This design comes from an exercise in tuning for small area on the open sky130 flow, not from production work.
Function not checked in this run: the RTL went through the layout flow alone.
Power and IR drop assume default switching activity.

--- flow/config.mk ---
export PLATFORM = sky130hd
export DESIGN_NAME = SonarOnChip
export DESIGN_NICKNAME = SonarOnChip
export VERILOG_FILES = /design/flow/design.v
export SDC_FILE = /design/flow/constraint.sdc
export NUM_CORES = 4
export LEC_CHECK = 0
export CAP_MARGIN = 20
export CORE_MARGIN = 2
export CORE_UTILIZATION = 45
export PLACE_DENSITY = 0.6
export SLEW_MARGIN = 20
--- flow/constraint.sdc ---
create_clock -name core_clock -period 12.0 [get_ports {wb_clk_i}]
set_input_delay 2.4000 -clock core_clock [delete_from_list [all_inputs] [get_ports {wb_clk_i}]]
set_output_delay 2.4000 -clock core_clock [all_outputs]
set_load 0.01 [all_outputs]
--- flow/design.v ---
module RSS0 #(parameter N = 16)(
  input clk, we, rst,
  input              data_in,
  output reg [N-1:0] data_out
);
   wire signed[N-1:0] pre_dec_sum;
   wire signed[N-1:0] dec_out;
   wire signed [N-1:0] sum0;
   wire signed [N-1:0] sum1;
  reg [N-1:0] ff0; 
  reg [N-1:0] ff1;
  reg [N-1:0] ff2;
  reg [N-1:0] ff3; 
  reg [N-1:0] ff4;
  reg [N-1:0] ff5;
  reg [N-1:0] ff6; 
  reg [N-1:0] ff7;
  reg [N-1:0] ff8;
  reg [N-1:0] ff9; 
  reg [N-1:0] ff10;
  reg [N-1:0] ff11;
  reg [N-1:0] ff12; 
  reg [N-1:0] ff13;
  reg [N-1:0] ff14;
  reg [N-1:0] ff15; 
  reg [N-1:0] ff16;
  reg [N-1:0] ff17;
  reg [N-1:0] ff18; 
  reg [N-1:0] ff19;
  reg [N-1:0] ff20;
  reg [N-1:0] ff21; 
  reg [N-1:0] ff22;
  reg [N-1:0] ff23;
  reg [N-1:0] ff24; 
  reg [N-1:0] ff25;
  reg [N-1:0] ff26;
  reg [N-1:0] ff27; 
  reg [N-1:0] ff28;
  reg [N-1:0] ff29;
  reg [N-1:0] ff30; 
  reg [N-1:0] ff31;
  reg [N-1:0] ff32;
   wire [N-1 : 0] data_N_in;
   assign data_N_in = data_in;
   assign sum0 = data_N_in-ff31;
   assign sum1 = sum0+ff32;
  always @(posedge clk)
    begin
      if (rst) begin
        ff0 <= 0;
        ff1 <= 0;
        ff2 <= 0;
        ff3 <= 0;
        ff4 <= 0;
        ff5 <= 0;
        ff6 <= 0;
        ff7 <= 0;
        ff8 <= 0;
        ff9 <= 0;
        ff10 <= 0;
        ff11 <= 0;
        ff12 <= 0;
        ff13 <= 0;
        ff14 <= 0;
        ff15 <= 0;
        ff16 <= 0;
        ff17 <= 0;
        ff18 <= 0;
        ff19 <= 0;
        ff20 <= 0;
        ff21 <= 0;
        ff22 <= 0;
        ff23 <= 0;
        ff24 <= 0;
        ff25 <= 0;
        ff26 <= 0;
        ff27 <= 0;
        ff28 <= 0;
        ff29 <= 0;
        ff30 <= 0;
        ff31 <= 0;
        ff32 <= 0;
        data_out <= 0; 
      end
      else if (we) begin
        ff0 <= data_in;
        ff1 <= ff0;
        ff2 <= ff1;
        ff3 <= ff2;
        ff4 <= ff3;
        ff5 <= ff4;
        ff6 <= ff5;
        ff7 <= ff6;
        ff8 <= ff7;
        ff9 <= ff8;
        ff10 <= ff9;
        ff11 <= ff10;
        ff12 <= ff11;
        ff13 <= ff12;
        ff14 <= ff13;
        ff15 <= ff14;
        ff16 <= ff15;
        ff17 <= ff16;
        ff18 <= ff17;
        ff19 <= ff18;
        ff20 <= ff19;
        ff21 <= ff20;
        ff22 <= ff21;
        ff23 <= ff22;
        ff24 <= ff23;
        ff25 <= ff24;
        ff26 <= ff25;
        ff27 <= ff26;
        ff28 <= ff27;
        ff29 <= ff28;
        ff30 <= ff29;
        ff31 <= ff30;
        ff32 <= sum1;
        data_out <= dec_out;  
      end
    end
     DEC dec(clk,we,rst,sum1,dec_out);
endmodule
module PRE_DEC#(parameter N=16)(
  				input[N-1:0] data_in,
  				input rst,clk,we,Ctrl,
  				output reg[N-1:0] data_out);
  wire [N-1:0] sum;
  wire[N-1:0] mux_o;
  wire[N-1:0] ff_to_sum;
  assign mux_o = (Ctrl) ? 0:data_in;  
  assign sum = data_in+ff_to_sum;	  
  always @(posedge clk)
    begin
      if (rst) begin
        data_out <= 0; 
      end
      else if (we) begin
        data_out <= sum;  
      end
   end
  FF ff(mux_o,rst,clk,we,ff_to_sum);
endmodule
module FF#(parameter N=16)(
  	input[N-1:0] data_i,
	input rst,clk,we,
  	output reg[N-1:0] Q);
  always @(posedge clk)  
	begin
      if(rst) Q<=0;  
         else if(we)
			Q<=data_i;
	end
endmodule
module DEC #(parameter N=16, parameter R=10)(
input clk, we, rst,
input [N-1:0] data_in,
output reg [N-1:0] data_out);
 reg [3:0] local_counter;  
  always @(posedge clk)
     begin
       if (rst) begin
         data_out <= 0;
         local_counter <= 0;
       end
       else begin
            if(we) begin
              if (data_in >= 0 || data_in <= 0) begin
             		local_counter <= local_counter + 1;               
                if (local_counter == R) begin
                      data_out <= data_in;  
                      local_counter <= 1;   
                   end  
                end
             end
   		end   
  end
endmodule 
module CLOCK_DIVIDER #(parameter N=8)( 
input clk, rst,
input [N-1:0] C,
output reg we_pcm);
  reg [N-1:0] count;  
  always @(posedge clk)
     begin
       if (rst) begin
         we_pcm <= 1'b0;
         count <= 0;
       end
       else begin
            count <= count + 1;               
                if (count == C-1) begin
			if (we_pcm) we_pcm <= 1'b0;
                      	else we_pcm <= 1'b1;
		   count <= 0;   
                end 
   	end   
  end
endmodule 
module REG(clk,rst,ce, D, Q);
	parameter n=16;  
  input wire [n-1:0] D;
	input wire rst,clk,ce;
  output reg [n-1:0] Q;
  always @(posedge clk)
	begin
      if(rst) Q<=0;
		else 
          if(ce)
			Q<=D;
	end
endmodule
module signext(
  input  wire [15:0] data_i,
  output wire [31:0] data_o);
  assign data_o = {{16{data_i[15]}},data_i};
endmodule
module MULTI   #(parameter n =32)  (data_i,amplify, multiplier_o);
  input   wire [n-1:0]   data_i;
  input   wire [n-1:0]   amplify;
  output  wire [n-1:0]   multiplier_o;
  assign multiplier_o = data_i * amplify; 
endmodule
module Abs
  #(  parameter n=32)( 
  input  [n-1:0] data_in,
  output [n-1:0] data_out);
  assign data_out = ~data_in[n-1] ? data_in : ~data_in; 
endmodule
module IIR_Filter
  #(
    parameter N  = 16)
  (
    input wire clk,
    input wire rst,
    input wire en,
    input wire [N-1:0] X,
    input wire [N-1:0] a0,
    input wire [N-1:0] a1,
    input wire [N-1:0] a2,
    input wire [N-1:0] b1,
    input wire [N-1:0] b2,
    output reg  valid,
    output reg [2*N-1:0] Y);
  reg [N-1:0] X1, X2;
  reg [N-1:0] Y1, Y2;
  wire [N-1:0] Yt;
  always@(posedge clk) begin
    if(rst ==1'b1) 
    begin
      Y1 <= 0;
      Y2 <= 0;
      X1 <= 0;
      X2 <= 0;
			Y <= 0;
			valid <=0;
    end
    else if(en == 1'b1) 
    begin 
      Y1 <= Y;
      Y2 <= Y1;
      X1 <= X;
      X2 <= X1;
  	  Y <= X*a0 + X1*a1 + a2*X2 - Y1*b1 + Y2*b2;
			valid <=1;
    end
		else 
			valid <=0;
  end
endmodule
module MAF_FILTER
(
  input wire clk,
  input wire rst,
  input wire we,
  input wire [32-1:0]data_in,
  output wire [32-1:0] data_out 
);
wire [32-1:0] connect_wire[4:0];  
wire [32-1:0] connect_wire_adder[4-2:0];  
  wire [32-1:0] connect_wire_shifter[1:0];  
assign data_out = connect_wire_shifter[0];   
assign connect_wire[0] = data_in;
genvar i;
generate
   for (i=1; i <= 4; i=i+1) begin
     dff DFF(clk, rst, we, connect_wire[i-1], connect_wire[i]);
      if(i == 1)
        adder ADD(clk, rst, we,connect_wire[i], connect_wire[i+1], connect_wire_adder[0]);
      if( i <= 4-1 && i > 1 )
        adder ADD(clk, rst, we, connect_wire_adder[i-2], connect_wire[i+1], connect_wire_adder[i-1]);
      if( i == 4 )
        shifter shift(clk, rst, we, connect_wire_adder[i-2], connect_wire_shifter[0]);
   end     
endgenerate
endmodule
module dff (
  input      clk,
  input      rst,
  input		 we,
  input      [32-1:0] d,
  output reg     [32-1:0] q);
  always @(posedge clk)
  begin
	if (rst) begin
      	q <= 0;
    end
    else begin
    	if (we) begin
         q <= d;
        end
    end 
  end
endmodule
module adder(
    input clk,
  	input rst,
    input we,
    input [32-1:0] data_in_a,
    input [32-1:0] data_in_b,
    output reg [32-1:0] data_out_adder);
    always @(posedge clk) begin
      if (rst) begin
        data_out_adder <= 0;
      end
      else begin
        if (we) begin
        	data_out_adder <= data_in_a + data_in_b;
        end
      end
     end
endmodule
module shifter(
  input clk,
  input rst,
  input we,
  input [32-1:0] data_in_shifter,
  output reg [32-1:0] data_out_shifter);
    always @(posedge clk) begin
      if (rst) begin
      	data_out_shifter <= 0;
      end
      else begin
        if (we) begin
        	data_out_shifter <= data_in_shifter >> 2;
        end
      end
    end
endmodule
module comparator #(parameter n=32)(data_i,threshold,compare_o);
  input wire [n-1:0] data_i, threshold;  
  output wire compare_o;  
  assign compare_o = (data_i >= threshold) ? 1'b1:1'b0;
endmodule
module SonarOnChip(
    input wire wb_clk_i,
    input wire wb_rst_i,
    input wire wbs_stb_i,
    input wire wbs_cyc_i,
    input wire wbs_we_i,
    input wire [3:0] wbs_sel_i,
    input wire [31:0] wbs_dat_i,
    input wire [31:0] wbs_adr_i,
    output wire wbs_ack_o,
    output wire [31:0] wbs_dat_o,
    input wire  [37:0] io_in,
    output wire [37:0] io_out,
    output wire [37:0] io_oeb
	);
  localparam BUS_WIDTH = 16;
  wire clk;
  wire rst;
  assign io_oeb = 38'h00FFFF0000;
  assign clk = wb_clk_i;
  assign rst = wb_rst_i;
  wire mclk;
  wire [2*BUS_WIDTH-1:0] maf_o;
  wire compare_ch1_out;
  assign io_out = {21'd0, compare_ch1_out, 14'd0, mclk, 1'b0};
  wire [BUS_WIDTH-1:0] pcm_reg_i;
  wire [BUS_WIDTH-1:0] pcm_reg_o;
  wire [2*BUS_WIDTH-1:0] pcm32, pcm32abs;
  wire ce;
  assign ce = 1;
  wire [2*BUS_WIDTH-1:0] mul_o;
	reg [31:0] rdata;
	reg wbs_done;
	wire wb_valid;
	assign wbs_ack_o = wbs_done;
	assign wb_valid = wbs_cyc_i && wbs_stb_i;
	assign wbs_dat_o = rdata;
	localparam CONTROL_ADDR = 'd0;
	localparam A0_ADDR = 'd1;
	localparam A1_ADDR = 'd2;
	localparam A2_ADDR = 'd3;
	localparam B1_ADDR = 'd4;
	localparam B2_ADDR = 'd5;
	localparam AMP_ADDR = 'd6;
	localparam THRESHOLD_ADDR = 'd7;
	localparam PCM_ADDR = 'd8;
	localparam IIR_ADDR = 'd9;
	localparam MAF_ADDR = 'd10;
	localparam STATUS_ADDR = 'd11;
	reg [BUS_WIDTH-1:0] control;
	reg [BUS_WIDTH-1:0] amp;
	reg [BUS_WIDTH-1:0] a0;
	reg [BUS_WIDTH-1:0] a1;
	reg [BUS_WIDTH-1:0] a2;
	reg [BUS_WIDTH-1:0] b1;
	reg [BUS_WIDTH-1:0] b2;
  reg [2*BUS_WIDTH-1:0] threshold;
  reg [7:0] pdm_clk_div_reg;
  reg [7:0] pcm_clk_div_reg;
	wire iir_valid;
	wire [2*BUS_WIDTH-1:0]iir_data;
	always@(posedge clk) begin
		if(rst) begin
			wbs_done <= 0;
			control <= 0;
			threshold <= 0;
			a0 <= 0;
			a1 <= 0;
			a2 <= 0;
			b1 <= 0;
			b2 <= 0;
      amp <= 0;
      pdm_clk_div_reg <= 8'h09;
      pcm_clk_div_reg <= 8'h65;
		end
		else begin
			wbs_done <= 0;
			if(wb_valid) begin
				if(wbs_we_i) begin
				case(wbs_adr_i[5:2])
					CONTROL_ADDR		: control <= wbs_dat_i[15:0];
					A0_ADDR					: a0 <= wbs_dat_i[15:0];
					A1_ADDR					: a1 <= wbs_dat_i[15:0];
					A2_ADDR					: a2 <= wbs_dat_i[15:0];
					B1_ADDR					: b1 <= wbs_dat_i[15:0];
					B2_ADDR					: b2 <= wbs_dat_i[15:0];
					AMP_ADDR				: amp <= wbs_dat_i[15:0];
					THRESHOLD_ADDR	: threshold <= wbs_dat_i;
					default:;
				endcase
				end
				wbs_done <= 1;
			end
		end
	end
	always@(posedge clk) begin
		if(rst)
			rdata <= 0;
		else
			case(wbs_adr_i[5:2])
				CONTROL_ADDR		: rdata <= {16'd0, control};
				A0_ADDR					: rdata <= {16'd0, a0};
				A1_ADDR					: rdata <= {16'd0, a1};
				A2_ADDR					: rdata <= {16'd0, a2};
				B1_ADDR					: rdata <= {16'd0, b1};
				B2_ADDR					: rdata <= {16'd0, b2};
				AMP_ADDR				: rdata <= {16'd0, amp};
				THRESHOLD_ADDR	: rdata <= threshold;
				PCM_ADDR				: rdata <= {16'd0, pcm_reg_o};
				IIR_ADDR				: rdata <= iir_data;
				MAF_ADDR				: rdata <= maf_o;
				STATUS_ADDR			: rdata <= {30'd0, mclk, compare_ch1_out};
				default					: rdata <= 0;
			endcase
	end
  wire mic_in;
  assign mic_in = io_in[0];
  wire [BUS_WIDTH-1:0] cic_out;
  RSS0  cicmodule(clk, mclk, rst, mic_in, cic_out);
  assign pcm_reg_i = cic_out;
  REG pcm_reg(clk, rst, control[0], pcm_reg_i, pcm_reg_o);
  signext se(pcm_reg_o, pcm32);
	wire [2*BUS_WIDTH-1:0]mul_i;
	assign mul_i = (io_in[4]) ? pcm32 : iir_data;
  MULTI mul(mul_i, {16'd0, amp}, mul_o);
  Abs  abs(mul_o, pcm32abs);
	IIR_Filter u_Filter(
    .clk(clk),
    .rst(rst),
    .en(ce),
    .X(pcm_reg_o),
    .a0(a0),
    .a1(a1),
    .a2(a2),
    .b1(b1),
    .b2(b2),
    .valid(iir_valid),
    .Y(iir_data)
		);
  MAF_FILTER maf(clk, rst, ce, pcm32abs, maf_o);
  comparator comp(maf_o, threshold, compare_ch1_out);
  wire [7:0] pdm_clkdiv_i;
  assign pdm_clkdiv_i = pdm_clk_div_reg;
  CLOCK_DIVIDER divpdm(clk, rst, pdm_clkdiv_i, mclk);
  wire [7:0] pcm_clkdiv_i;
  wire  we_pcm;
  assign pcm_clkdiv_i = pcm_clk_div_reg;
  CLOCK_DIVIDER divpcm(clk, rst, pcm_clkdiv_i, we_pcm);
endmodule
--- flow/run.sh ---
#!/bin/bash
# synth_recipe.tcl (not shown) runs the flow's synth.tcl, then flattens the netlist and writes it again
# the make line also repeats each setting of config.mk as NAME=value (left out here)
make -C /OpenROAD-flow-scripts/flow DESIGN_CONFIG=/design/flow/config.mk WORK_HOME=/design/flow/orfs CLKGATE_MAP_FILE= SYNTH_SCRIPT=/design/flow/synth_recipe.tcl finish
==> summary.txt <==
[report_power, final]
part | leakage (nW) | total (mW) | internal, mW | switching (mW)
logic | 32.9 | 0.127 | 0.0287 | 0.0981
registers | 5.11 | 2.12 | 2.11 | 0.0100
clock network | 1.29 | 2.43 | 1.41 | 1.02
[cell usage in the layout, fill, tap and decap left out, drive strengths merged, types with 154 or more instances in the layout]
| master | instances |
|---|---|
| a21oi | 285 |
| and2 | 706 |
| dfxtp | 634 |
| fa | 1520 |
| ha | 613 |
| inv | 1783 |
| nand2 | 1363 |
| nor2 | 315 |
| nor2b | 229 |
| xnor2 | 154 |
[metrics by stage]
| stage | setup slack, ns | util [%] |
|---|---|---|
| final | 1.70 | 48.1 |
| after global routing | 1.36 | 48.1 |
| after CTS | 1.86 | 48.1 |
| after detailed placement | 1.12 | 46.6 |
| after global placement | 1.27 | 46.6 |
| after floorplan | 2.80 | - |
[worst register-to-register path, delay by kind of cell, from the launching register on]
kind,cells,cell delay [ns]
compound gates,5,2.07
simple gates,4,0.89
flops,1,0.85
buf+inv,7,0.67
xor+xnor,1,0.38
fa+ha+maj,11,5.03
[state kept, by name, summed over array words and instances, names as in the netlist, 30 cells and up]
name	flops
rdata	32
threshold	32
maf.genblk1.genblk3.shift.data_out_shifter	30
maf.genblk1.genblk1.ADD.data_out_adder	32
u_Filter.Y	32
maf.genblk1.genblk2.ADD.data_out_adder	62
maf.genblk1.DFF.q	128
[kinds of logic (layout without fill, tap and decap cells)]
family,Yosys count,count (layout)
AOI/OAI and AO/OA,705,705
xor gates and xnor gates,223,223
adders and majority gates,2133,2133
buffers and inverters,2291,2078
DFF,634,634
muxes,103,103
other,2,86
and+or+nand+nor,2796,2796
[worst max path at each step]
| stage | depth (start not counted) | slack [ns] | from | end |
|---|---|---|---|---|
| 6_report | 25 | 1.70 | io_in[4] | maf.genblk1[1].DFF.q[7] |
| 2_1_floorplan | 27 | 2.80 | io_in[4] | maf.genblk1[1].DFF.q[4] |
| 3_5_place_dp | 25 | 1.12 | io_in[4] | maf.genblk1[1].DFF.q[7] |
| 3_3_place_gp | 25 | 1.27 | io_in[4] | maf.genblk1[1].DFF.q[7] |
| 4_1_cts | 25 | 1.86 | io_in[4] | maf.genblk1[1].DFF.q[7] |
| 5_1_grt | 25 | 1.36 | io_in[4] | maf.genblk1[1].DFF.q[7] |
[final cells by class]
type | count | area [µm²]
Sequential cell | 634 | 12700
Fill cell | 16972 | 92500
Clock buffer | 106 | 2220
Inverter | 1778 | 6670
Clock inverter | 30 | 408
Multi-Input combinational cell | 6035 | 59300
Timing Repair Buffer | 164 | 1440
Tap cell | 2355 | 2950
Antenna cell | 11 | 27.5
[routing by layer]
metal	GRT usage (%)	wire length (µm)	vias up
li1	-	-	26028
met1	32.8	91800	29610
met2	44.5	112000	1838
met3	4.60	15400	543
met4	12.8	12900	10
met5	0	54	-
==> out/metrics.cfg <==
[grt]
grt_pass1_vias = 62431
grt_overflow = 0
grt_pass1_wl_um = 367000
grt_start_max_net_pins = 184
antenna_found_initial = 21
grt_util_all_layers_pct = 26.4

[floorplanning]
dieArea_mm2 = 0.183
floorplan.initialDensity_pct = 45.2
core_mm2 = 0.178
fp.dieW_um = 427
rows = 155
io_pins = 220
fp.dieH_um = 427

[yosys]
synth_top_family_by_area = adder cells
ys_async_sr_fraction_pct = 0
synth_most_common_cell = inv_1
ys_seq_area_share_pct = 15.7
ys_types = 83
synthAdderAreaFrac_pct = 47.2
synthCells = 8887
yosysTopAreaCell = fa_1
yosys.area_share.simple_pct = 16.4
synth_mux_area_share_pct = 1.33
synthTopCellsByArea = fa_1, dfxtp_1, ha_1, inv_1, nand2_1
netlist_top_cells_count = inv_1, fa_1, nand2_1
syn_area_per_cell_um2 = 9.07
synth_edf_count = 0
synth_top_area_share_pct = 37.7
yosysWarnings = 10
synth_xor_area_share_pct = 2.45
synth-main-ff-cell = dfxtp_1
synthesis.area_mm2 = 0.0806
ys_seq_elements = 634
synth_compound_area_share_pct = 5.69

[hold_path]
min_from = maf.genblk1[3].genblk2.ADD.data_out_adder[9]
hold_depth = 1
hold_path.class = reg -> reg
hold_end = maf.genblk1[4].genblk3.shift.data_out_shifter[7]

[detailed_routing]
totalWireLength_um = 232000
drtPass1Iterations = 9
num_vias = 58029
via_per_inst = 5.22
drt-wirelength-per-cell_um = 20.9
drtIter0Drc = 3791
ant_nets = 0
drc = 0

[timing]
finalHoldViolCount = 0
relSlewSlack_pct = 14.2
hold_ws_ns = 0.421
fin_setup_tns_ns = 0
worst_slew_pin_slew_ns = 1.28
finalSetupViolCount = 0
fin_crit_sh_pct = 85.8
period_needed_ns = 10.30
rsz0062_at_grt = false
max_clock_freq_ghz = 0.0971
slew_violations = 0
skew_ns = 0.0374

[clock_network]
numCtsBuffers = 76
cts.repair.resized = 0
clk_latency_ns = 0.71
htreeDepth = 3
numClockSinks = 634
path_clk_slew_ns = 0.06
clock_path_buffers = 3
clock-root-buffer = clkbuf_16
cts_tree = done
post_cts_buffers = 0
cts_hold_buf = 0

[cells_and_area]
fin_cells = 11113
syn2layout_area_growth_pct = 6.32
stdcell_area_mm2 = 0.0857
nets = 10933
drive_gt1_share_pct = 3.10

[power_and_ir_drop]
ir_drop_uv = 118
powerDensity_mw_per_mm2 = 54.6
p_leak_nw = 39.3
power.total_mw = 4.68

[critical_path]
critical_path_required_ns = 12.54
cp_data_arrival_time_ns = 10.84
crit_path_frequent_cell = fa_1
slowest_delay_ns = 0.76
worstSetupEndpointType = flop
critical_path.top_delay_family = adder cells
startpoint_type = input port
reg2reg_slack_ns = 1.96
crit_fanout = 38
rr_startpoint = a2[4]
crit_type = in -> reg
cp_slowest_cell = buf_2
crit_buf_inv = 5
timing.rr.end = u_Filter.Y[30]
ff2ff_path_depth = 28

[place]
placed_cells = 10966
finalWeightedCongestion = 0.964
numPortBuffers = 77
dp_hpwl_um = 189000
post_dp_cell_area_mm2 = 0.0831

[status]
outcome = finished clean

[job]
maxCapViolCount = 0

==> separate check: timing with driven ports <==
In the flow no input, the clock included, has a driving cell. The finished layout below was timed again as built, in two steps. Step 1, drivers: a clkbuf_16 drives wb_clk_i and a buf_2 each remaining input, both assumed. Step 2 also shifts input and output timing later by t, the mid clock arrival at the registers, as if the neighbouring blocks saw the same clock. Three values: ideal, step 1, step 2; two values: the first two.
t (ns): 0.766
setup slack, ns: 1.701 / 1.718 / 0.953
worst register clock-pin slew, ns: 0.06 / 0.06
worst data-port slew with drivers (ns): 0.05
After both steps this run still meets setup and hold. For this run, drivers alone change the setup slack by +0.017 ns; drivers and shift together by -0.748 ns.
